This is an optimization exercise on Yosys and OpenROAD, whose aim is small area and a short achievable clock period, not a production implementation. RTL that was checked went through simulation tests only; none was proved equivalent to the original. Power is estimated from default activity; no workload was simulated.

==> trial 17 <==
Design adder, start of the top module:
module adder #(
    parameter N = 512,
    parameter p = 512'h65b48e8f740f89bffc8ab0d15e3e4c4ab42d083aedc88c425afbfcc69322c9cda7aac6c567f35507516730cc1f0b4f25c2721bf457aca8351b81b90533c6c87b,
    parameter word_size = 32,
    parameter chunks = N/word_size
    ) (
    input clk,
    input rst,
    input c_in,
    input wire [N-1:0] X, Y,
    output wire [N:0] Z,
    output reg done
);
reg state;
reg [511:0] bs;    
reg [127:0] bg;    
reg cr;           
reg [512:0] zr;
assign Z = zr;
always @(posedge clk) begin
    if (rst) begin
        state <= 1'b0;
        done <= 1'b0;
    end else begin
        state <= 1'b1;
        done <= state;
    end
end
integer i;
wire [511:0] ic;    
wire [511:0] isum;
wire [127:0] icout;
genvar b;
generate for (b = 0; b < 512; b = b + 1) begin : ib
    if (b % 4 == 0) begin
        assign isum[b] = X[b] ^ Y[b];
        assign ic[b] = X[b] & Y[b];
    end else begin
        assign isum[b] = X[b] ^ Y[b] ^ ic[b-1];
        assign ic[b] = (X[b] & Y[b]) | (ic[b-1] & (X[b] ^ Y[b]));
    end
  ...
clock: 10.0 ns
lec_check: 0
abc_area: 1
cap_margin: 20
core_area: 10 10 370 370
cts_cluster_diameter: 80
cts_cluster_size: 30
die_area: 0 0 380 380
slew_margin: 20
standard.sh (not shown) runs the stock make flow with config.mk's settings and CLKGATE_MAP_FILE= SYNTH_SCRIPT=/design/flow/synth_recipe.tcl, a recipe that flattens the netlist after the stock synthesis.
==> flow/flow/run.sh <==
#!/bin/bash
# Own layout flow: the standard flow with the standard synthesis unchanged, and
#  - port buffers made from plain buffers (buf_1, resized later as timing needs) instead of the
#    default delay buffer,
#  - pins allowed on every routing track of the die's edge, so that the die can be small,
set -euo pipefail
MARGIN=${MARGIN:-6.5}
bash standard.sh \
  "BUFFER_PORTS_ARGS=-buffer_cell sky130_fd_sc_hd__buf_1" \
  "PLACE_PINS_ARGS=-min_distance 1 -min_distance_in_tracks" \
  "SETUP_SLACK_MARGIN=$MARGIN" \
  finish > standard.log 2>&1
==> build 57: changes against trial 17 <==
--- a/flow/design.v
+++ b/flow/design.v
@@ -31,18 +31,17 @@
 wire [511:0] isum;
 wire [127:0] icout;
 genvar b;
 generate for (b = 0; b < 512; b = b + 1) begin : ib
     if (b % 4 == 0) begin
         assign isum[b] = X[b] ^ Y[b];
         assign ic[b] = X[b] & Y[b];
     end else begin
-        assign isum[b] = X[b] ^ Y[b] ^ ic[b-1];
-        assign ic[b] = (X[b] & Y[b]) | (ic[b-1] & (X[b] ^ Y[b]));
+        adder_fa fa (.a(X[b]), .b(Y[b]), .ci(ic[b-1]), .s(isum[b]), .co(ic[b]));
     end
     if (b % 4 == 3) assign icout[b/4] = ic[b];
 end endgenerate
 always @(posedge clk) begin
     cr <= c_in;
     bs <= isum;
     bg <= icout;
 end
@@ -1715,23 +1714,20 @@
 assign bc[121] = pg445;
 assign bc[122] = pg382;
 assign bc[123] = pg446;
 assign bc[124] = pg383;
 assign bc[125] = pg447;
 assign bc[126] = pg384;
 assign bc[127] = pg448;
 assign bc[128] = pg385;
-wire [511:0] oc;
 wire [511:0] zsum;
 generate for (b = 0; b < 512; b = b + 1) begin : ob
-    if (b % 4 == 0) begin
-        assign zsum[b] = bs[b] ^ bc[b/4];
-        assign oc[b] = bs[b] & bc[b/4];
-    end else begin
-        assign zsum[b] = bs[b] ^ oc[b-1];
-        assign oc[b] = bs[b] & oc[b-1];
-    end
+    if (b % 4 == 0) assign zsum[b] = bs[b] ^ bc[b/4];
+    else assign zsum[b] = bs[b] ^ (bc[b/4] & (&bs[b-1:b-(b%4)]));
 end endgenerate
 always @(posedge clk) begin
     if (!done) zr <= {bc[128], zsum};
 end
 endmodule
+module adder_fa (input a, input b, input ci, output s, output co);
+assign {co, s} = a + b + ci;
+endmodule
==> flow/flow/run.sh (replaced) <==
#!/bin/bash
# Own layout flow: the standard flow with the standard synthesis unchanged, and
#  - port buffers made from plain buffers (buf_1, resized later as timing needs) instead of the
#    default delay buffer,
#  - pins allowed on every routing track of the die's edge, so that the die can be small,
set -euo pipefail
MARGIN=${MARGIN:-7.0}
bash standard.sh \
  "BUFFER_PORTS_ARGS=-buffer_cell sky130_fd_sc_hd__buf_1" \
  "PLACE_PINS_ARGS=-min_distance 1 -min_distance_in_tracks" \
  "SETUP_SLACK_MARGIN=$MARGIN" \
  "CTS_ARGS=-sink_clustering_enable -repair_clock_nets -sink_clustering_size 30 -sink_clustering_max_diameter 80 -dont_use_dummy_load" \
  finish > standard.log 2>&1
Settings changed: SYNTH_HIERARCHICAL set to 1, SYNTH_MINIMUM_KEEP_SIZE set to 0.
==> results.cfg <==
[run_status]
status = timing/DRC/antenna clean

[setup_path]
r2r-end = zr[380]
cp_cell_sequence = clkbuf_2

[finish]
multi_input_cells = 2965
nonClkBufAreaFrac_pct = 12.1
seq_area_sq_mm = 0.0283

[power]
comb-power_mw = 3.27

[placed_design]
preCtsSetupSlack_ns = 6.19
gp_congestion = 0.957
-- figures above: build 57

==> results.cfg <==
[power]
comb-power_mw = 2.72

[run_status]
status = timing/DRC/antenna clean

[setup_path]
cp_cell_sequence = buf_1
r2r-end = zr[411]

[placed_design]
gp_congestion = 0.991
preCtsSetupSlack_ns = 6.33

[finish]
multi_input_cells = 2434
-- figures above: trial 17

Only the layout flow was run in trial 17; the RTL was not checked for function there.


==> yarrow <==
adder, a different RTL version from the one above (not shown whole).
Design adder, start of the top module:
module adder #(
    parameter N = 512,
    parameter p = 512'h65b48e8f740f89bffc8ab0d15e3e4c4ab42d083aedc88c425afbfcc69322c9cda7aac6c567f35507516730cc1f0b4f25c2721bf457aca8351b81b90533c6c87b,
    parameter word_size = 32,
    parameter chunks = N/word_size
    ) (
    input clk,
    input rst,
    input c_in,
    input wire [N-1:0] X, Y,
    output wire [N:0] Z,
    output reg done
);
clock: 10.0 ns
lec_check: 0
cap_margin: 20
core_area: 10 10 370 370
cts_cluster_diameter: 80
cts_cluster_size: 30
die_area: 0 0 380 380
slew_margin: 20
synth_hierarchical: 1
synth_minimum_keep_size: 0
==> flow/flow/run.sh <==
#!/bin/bash
# Own layout flow: the standard flow with the standard synthesis unchanged, and
#  - port buffers made from plain buffers (buf_1, resized later as timing needs) instead of the
#    default delay buffer,
#  - pins allowed on every routing track of the die's edge, so that the die can be small,
set -euo pipefail
MARGIN=${MARGIN:-6.8}
bash standard.sh \
  "BUFFER_PORTS_ARGS=-buffer_cell sky130_fd_sc_hd__buf_1" \
  "PLACE_PINS_ARGS=-min_distance 1 -min_distance_in_tracks" \
  "SETUP_SLACK_MARGIN=$MARGIN" \
  finish > standard.log 2>&1
==> harbor: changes against yarrow <==
--- a/flow/design.v
+++ b/flow/design.v
@@ -1714,20 +1714,29 @@
 assign bc[121] = pg441;
 assign bc[122] = pg442;
 assign bc[123] = pg443;
 assign bc[124] = pg444;
 assign bc[125] = pg445;
 assign bc[126] = pg446;
 assign bc[127] = pg447;
 assign bc[128] = pg448;
+wire [511:0] oc;
 wire [511:0] zsum;
 generate for (b = 0; b < 512; b = b + 1) begin : ob
-    if (b % 4 == 0) assign zsum[b] = bs[b] ^ bc[b/4];
-    else assign zsum[b] = bs[b] ^ (bc[b/4] & (&bs[b-1:b-(b%4)]));
+    if (b % 4 == 3) begin
+        assign zsum[b] = bs[b] ^ oc[b-1];
+    end else if (b % 4 == 0) begin
+        adder_ha ha (.a(bs[b]), .b(bc[b/4]), .s(zsum[b]), .co(oc[b]));
+    end else begin
+        adder_ha ha (.a(bs[b]), .b(oc[b-1]), .s(zsum[b]), .co(oc[b]));
+    end
 end endgenerate
 always @(posedge clk) begin
     if (!done) zr <= {bc[128], zsum};
 end
 endmodule
+module adder_ha (input a, input b, output s, output co);
+assign {co, s} = a + b;
+endmodule
 module adder_fa (input a, input b, input ci, output s, output co);
 assign {co, s} = a + b + ci;
 endmodule
==> flow/flow/run.sh (replaced) <==
#!/bin/bash
# Own layout flow: the standard flow with the standard synthesis unchanged, and
#  - port buffers made from plain buffers (buf_1, resized later as timing needs) instead of the
#    default delay buffer,
#  - pins allowed on every routing track of the die's edge, so that the die can be small,
set -euo pipefail
MARGIN=${MARGIN:-6.5}
bash standard.sh \
  "BUFFER_PORTS_ARGS=-buffer_cell sky130_fd_sc_hd__buf_1" \
  "PLACE_PINS_ARGS=-min_distance 1 -min_distance_in_tracks" \
  "SETUP_SLACK_MARGIN=$MARGIN" \
  finish > standard.log 2>&1
ABC_AREA = 1   (was unset)
CORE_AREA = 10 10 320 320   (was 10 10 370 370)
DIE_AREA = 0 0 330 330   (was 0 0 380 380)
PLACE_DENSITY = 0.75   (was unset)
==> raven: changes against yarrow <==
--- a/flow/design.v
+++ b/flow/design.v
@@ -1714,20 +1714,29 @@
 assign bc[121] = pg441;
 assign bc[122] = pg442;
 assign bc[123] = pg443;
 assign bc[124] = pg444;
 assign bc[125] = pg445;
 assign bc[126] = pg446;
 assign bc[127] = pg447;
 assign bc[128] = pg448;
+wire [511:0] oc;
 wire [511:0] zsum;
 generate for (b = 0; b < 512; b = b + 1) begin : ob
-    if (b % 4 == 0) assign zsum[b] = bs[b] ^ bc[b/4];
-    else assign zsum[b] = bs[b] ^ (bc[b/4] & (&bs[b-1:b-(b%4)]));
+    if (b % 4 == 3) begin
+        assign zsum[b] = bs[b] ^ oc[b-1];
+    end else if (b % 4 == 0) begin
+        adder_ha ha (.a(bs[b]), .b(bc[b/4]), .s(zsum[b]), .co(oc[b]));
+    end else begin
+        adder_ha ha (.a(bs[b]), .b(oc[b-1]), .s(zsum[b]), .co(oc[b]));
+    end
 end endgenerate
 always @(posedge clk) begin
     if (!done) zr <= {bc[128], zsum};
 end
 endmodule
+module adder_ha (input a, input b, output s, output co);
+assign {co, s} = a + b;
+endmodule
 module adder_fa (input a, input b, input ci, output s, output co);
 assign {co, s} = a + b + ci;
 endmodule
==> flow/flow/run.sh (replaced) <==
#!/bin/bash
# Own layout flow: the standard flow with the standard synthesis unchanged, and
#  - port buffers made from plain buffers (buf_1, resized later as timing needs) instead of the
#    default delay buffer,
#  - pins allowed on every routing track of the die's edge, so that the die can be small,
set -euo pipefail
MARGIN=${MARGIN:-6.5}
bash standard.sh \
  "BUFFER_PORTS_ARGS=-buffer_cell sky130_fd_sc_hd__buf_1" \
  "PLACE_PINS_ARGS=-min_distance 1 -min_distance_in_tracks" \
  "SETUP_SLACK_MARGIN=$MARGIN" \
  finish > standard.log 2>&1
ABC_AREA = 1   (was unset)
==> comparison table <==
Status: harbor complete, no violations; raven complete, no violations; yarrow complete, no violations
Multi-input combinational area share: harbor 0.344; raven 0.339; yarrow 0.342
Number of buffers inserted during clock tree synthesis: harbor 50; raven 57; yarrow 58
Net Sw Power: harbor 3.56 mW; raven 3.71 mW; yarrow 4.18 mW
Multiplexer fraction of the synthesized cell area: harbor 0; raven 0; yarrow 0.000414
Leak Pwr: harbor 24.1 nW; raven 24.3 nW; yarrow 26.3 nW
Length of routed wiring on met1: harbor 56.1 mm; raven 63.8 mm; yarrow 68.7 mm
Global-route track usage on met1: harbor 0.315; raven 0.265; yarrow 0.283
Worst setup slack after placement: harbor 6.15 ns; raven 6.06 ns; yarrow 5.23 ns
Clock latency reported for the late side of the worst-skew pair: harbor 0.67 ns; raven 0.71 ns; yarrow 0.70 ns
Share of power burned in the clock network: harbor 0.227; raven 0.252; yarrow 0.232
Met3 track demand over resource: harbor 0.131; raven 0.0877; yarrow 0.0950
Total combinational power: harbor 2.44 mW; raven 2.44 mW; yarrow 3.46 mW
Placed Cells: harbor 6245; raven 6723; yarrow 6449
Worst hold path cell count: harbor 2; raven 2; yarrow 1
Layout Area Growth over Synthesis: harbor 18.6%; raven 21.0%; yarrow 38.2%
Weighted congestion at the end of routability-driven global placement: harbor 1.06; raven 0.980; yarrow 0.998
Number of design-rule violations left by the first detailed-router iteration: harbor 2861; raven 2414; yarrow 2399
Clock network power: harbor 2.58 mW; raven 2.95 mW; yarrow 3.02 mW
The RTL of yarrow was laid out without a check of its function.


==> run M: inputs <==
adder, a different RTL version from the one above (not shown whole).
// adder
module adder #(
    parameter N = 512,
    parameter p = 512'h65b48e8f740f89bffc8ab0d15e3e4c4ab42d083aedc88c425afbfcc69322c9cda7aac6c567f35507516730cc1f0b4f25c2721bf457aca8351b81b90533c6c87b,
    parameter word_size = 32,
    parameter chunks = N/word_size
    ) (
    input clk,
    input rst,
    input c_in,
    input wire [N-1:0] X, Y,
    output wire [N:0] Z,
    output reg done
);
export LEC_CHECK = 0
export ABC_AREA = 1
export CAP_MARGIN = 20
export CORE_AREA = 10 10 370 370
export CTS_CLUSTER_DIAMETER = 80
export CTS_CLUSTER_SIZE = 30
export DIE_AREA = 0 0 380 380
export SLEW_MARGIN = 20
export SYNTH_HIERARCHICAL = 1
export SYNTH_MINIMUM_KEEP_SIZE = 0
create_clock -name core_clock -period 10.0 [get_ports {clk}]
==> flow/flow/run.sh <==
#!/bin/bash
# Own layout flow: the standard flow with the standard synthesis unchanged, and
#  - port buffers made from plain buffers (buf_1, resized later as timing needs) instead of the
#    default delay buffer,
#  - pins allowed on every routing track of the die's edge, so that the die can be small,
set -euo pipefail
MARGIN=${MARGIN:-6.5}
bash standard.sh \
  "BUFFER_PORTS_ARGS=-buffer_cell sky130_fd_sc_hd__buf_1" \
  "PLACE_PINS_ARGS=-min_distance 1 -min_distance_in_tracks" \
  "SETUP_SLACK_MARGIN=$MARGIN" \
  "CTS_ARGS=-sink_clustering_enable -repair_clock_nets -sink_clustering_size 30 -sink_clustering_max_diameter 80 -dont_use_dummy_load" \
  finish > standard.log 2>&1
==> run B: changes against run M <==
==> flow/flow/run.sh (replaced) <==
#!/bin/bash
# Own layout flow: the standard flow with the standard synthesis unchanged, and
#  - port buffers made from plain buffers (buf_1, resized later as timing needs) instead of the
#    default delay buffer,
#  - pins allowed on every routing track of the die's edge, so that the die can be small,
#  - after global placement, each output buffer moved next to the register that drives it
#    and made a buf_2 (move_outbufs.tcl); detailed placement legalizes it,
#  - clock tree sinks clustered in groups of up to 30 within 80 um, without dummy loads.
# Each tool's full output stays in orfs/logs/; make's output goes to standard.log and
# move_outbufs.log here.
set -euo pipefail
MARGIN=${MARGIN:-6.5}
HERE=$(pwd)
ARGS=(
  "BUFFER_PORTS_ARGS=-buffer_cell sky130_fd_sc_hd__buf_1"
  "PLACE_PINS_ARGS=-min_distance 1 -min_distance_in_tracks"
  "SETUP_SLACK_MARGIN=$MARGIN"
  "CTS_ARGS=-sink_clustering_enable -repair_clock_nets -sink_clustering_size 30 -sink_clustering_max_diameter 80 -dont_use_dummy_load"
)
RES=$HERE/orfs/results/sky130hd/adder/base
bash standard.sh "${ARGS[@]}" "$RES/3_3_place_gp.odb" > standard.log 2>&1
ODB_FILE=$RES/3_3_place_gp.odb openroad -no_init -exit "$HERE/flow/move_outbufs.tcl" > move_outbufs.log 2>&1
bash standard.sh "${ARGS[@]}" finish >> standard.log 2>&1
==> flow/flow/move_outbufs.tcl (new file) <==
# Moves each output port's buffer next to the register that drives it, so that the register
# drives a short wire and the (resizable) buffer, made a buf_2, drives the wire to the pin.
read_db $::env(ODB_FILE)
set block [ord::get_db_block]
set moved 0
set buf2 [[ord::get_db] findMaster sky130_fd_sc_hd__buf_2]
foreach bterm [$block getBTerms] {
  if {[$bterm getIoType] ne "OUTPUT"} continue
  set net [$bterm getNet]
  if {$net eq "NULL"} continue
  set buf ""
  foreach it [$net getITerms] { if {[$it isOutputSignal]} { set buf [$it getInst] } }
  if {$buf eq ""} continue
  set drv ""
  foreach it [$buf getITerms] {
    if {[$it isInputSignal]} {
      set innet [$it getNet]
      if {$innet eq "NULL"} continue
      foreach jt [$innet getITerms] { if {[$jt isOutputSignal]} { set drv [$jt getInst] } }
    }
  }
  if {$drv eq ""} continue
  set loc [$drv getLocation]
  $buf setLocation [lindex $loc 0] [lindex $loc 1]
  if {[[$buf getMaster] getName] eq "sky130_fd_sc_hd__buf_1"} { $buf swapMaster $buf2 }
  incr moved
}
puts "moved $moved output buffers"
write_db $::env(ODB_FILE)
PLACE_DENSITY = 0.7   (was unset)
==> run summary <==
- Global-route usage: run B is higher than run M (0.63 points).
- Of run M and run B, run B has the higher register-to-register slack (gap 0.03 ns).
- In total power, run M and run B hardly differ.
- Hold slack: run B is worse than run M (0.0039 ns).
- In run B the setup slack is higher than in run M, by 0.12 ns.
==> figures <==
                                                              run M                    run B
Final worst-path cycle share                                  0.353                    0.341
Detailed Route WL                                         201000 um                207000 um
Length of routed met3 wiring                               21400 um                 22000 um
Worst setup path end                                         Z[225]                   Z[207]
Average wire per cell in the routed design                  25.3 um                  26.1 um
Routed met1 length                                         76100 um                 74600 um
Run status                                  complete, no violations  complete, no violations
Relative slew margins                                         0.250                    0.298
Critical Path Fanout Max                                          3                        2
Number of nets in the final layout                             8079                     8043
Fin util                                                      0.435                    0.437

==> port drivers added, routing unchanged <==
In the flow no input, the clock included, has a driving cell. The finished layouts below were timed again as built, in two steps.
Step 1 assumes that a clkbuf_16 drives the clock port and a buf_2 every other input.
Step 2, shift: input delay + t, output delay - t, t = (earliest + latest rising clock arrival at the registers) / 2. This alone moves slack from input paths to output paths.
Slacks: ideal / step 1 / step 2; pairs: ideal / step 1.
run | shift t [ns] | setup WS [ns] | pins driven straight from the clock port
trial 17 | 0.774 | 6.521 / 6.438 / 6.256 | 1
build 57 | 0.706 | 6.651 / 6.574 / 6.297 | 1
yarrow | 0.752 | 6.118 / 6.118 / 6.118 | 1
harbor | 0.722 | 6.550 / 6.479 / 6.129 | 1
raven | 0.760 | 6.571 / 6.496 / 6.154 | 1
run M | 0.721 | 6.470 / 6.394 / 6.198 | 1
run B | 0.710 | 6.587 / 6.515 / 6.203 | 1
After both steps every run listed still meets setup and hold. For harbor, which loses most, drivers alone change the setup slack by -0.071 ns; drivers and shift together by -0.421 ns.
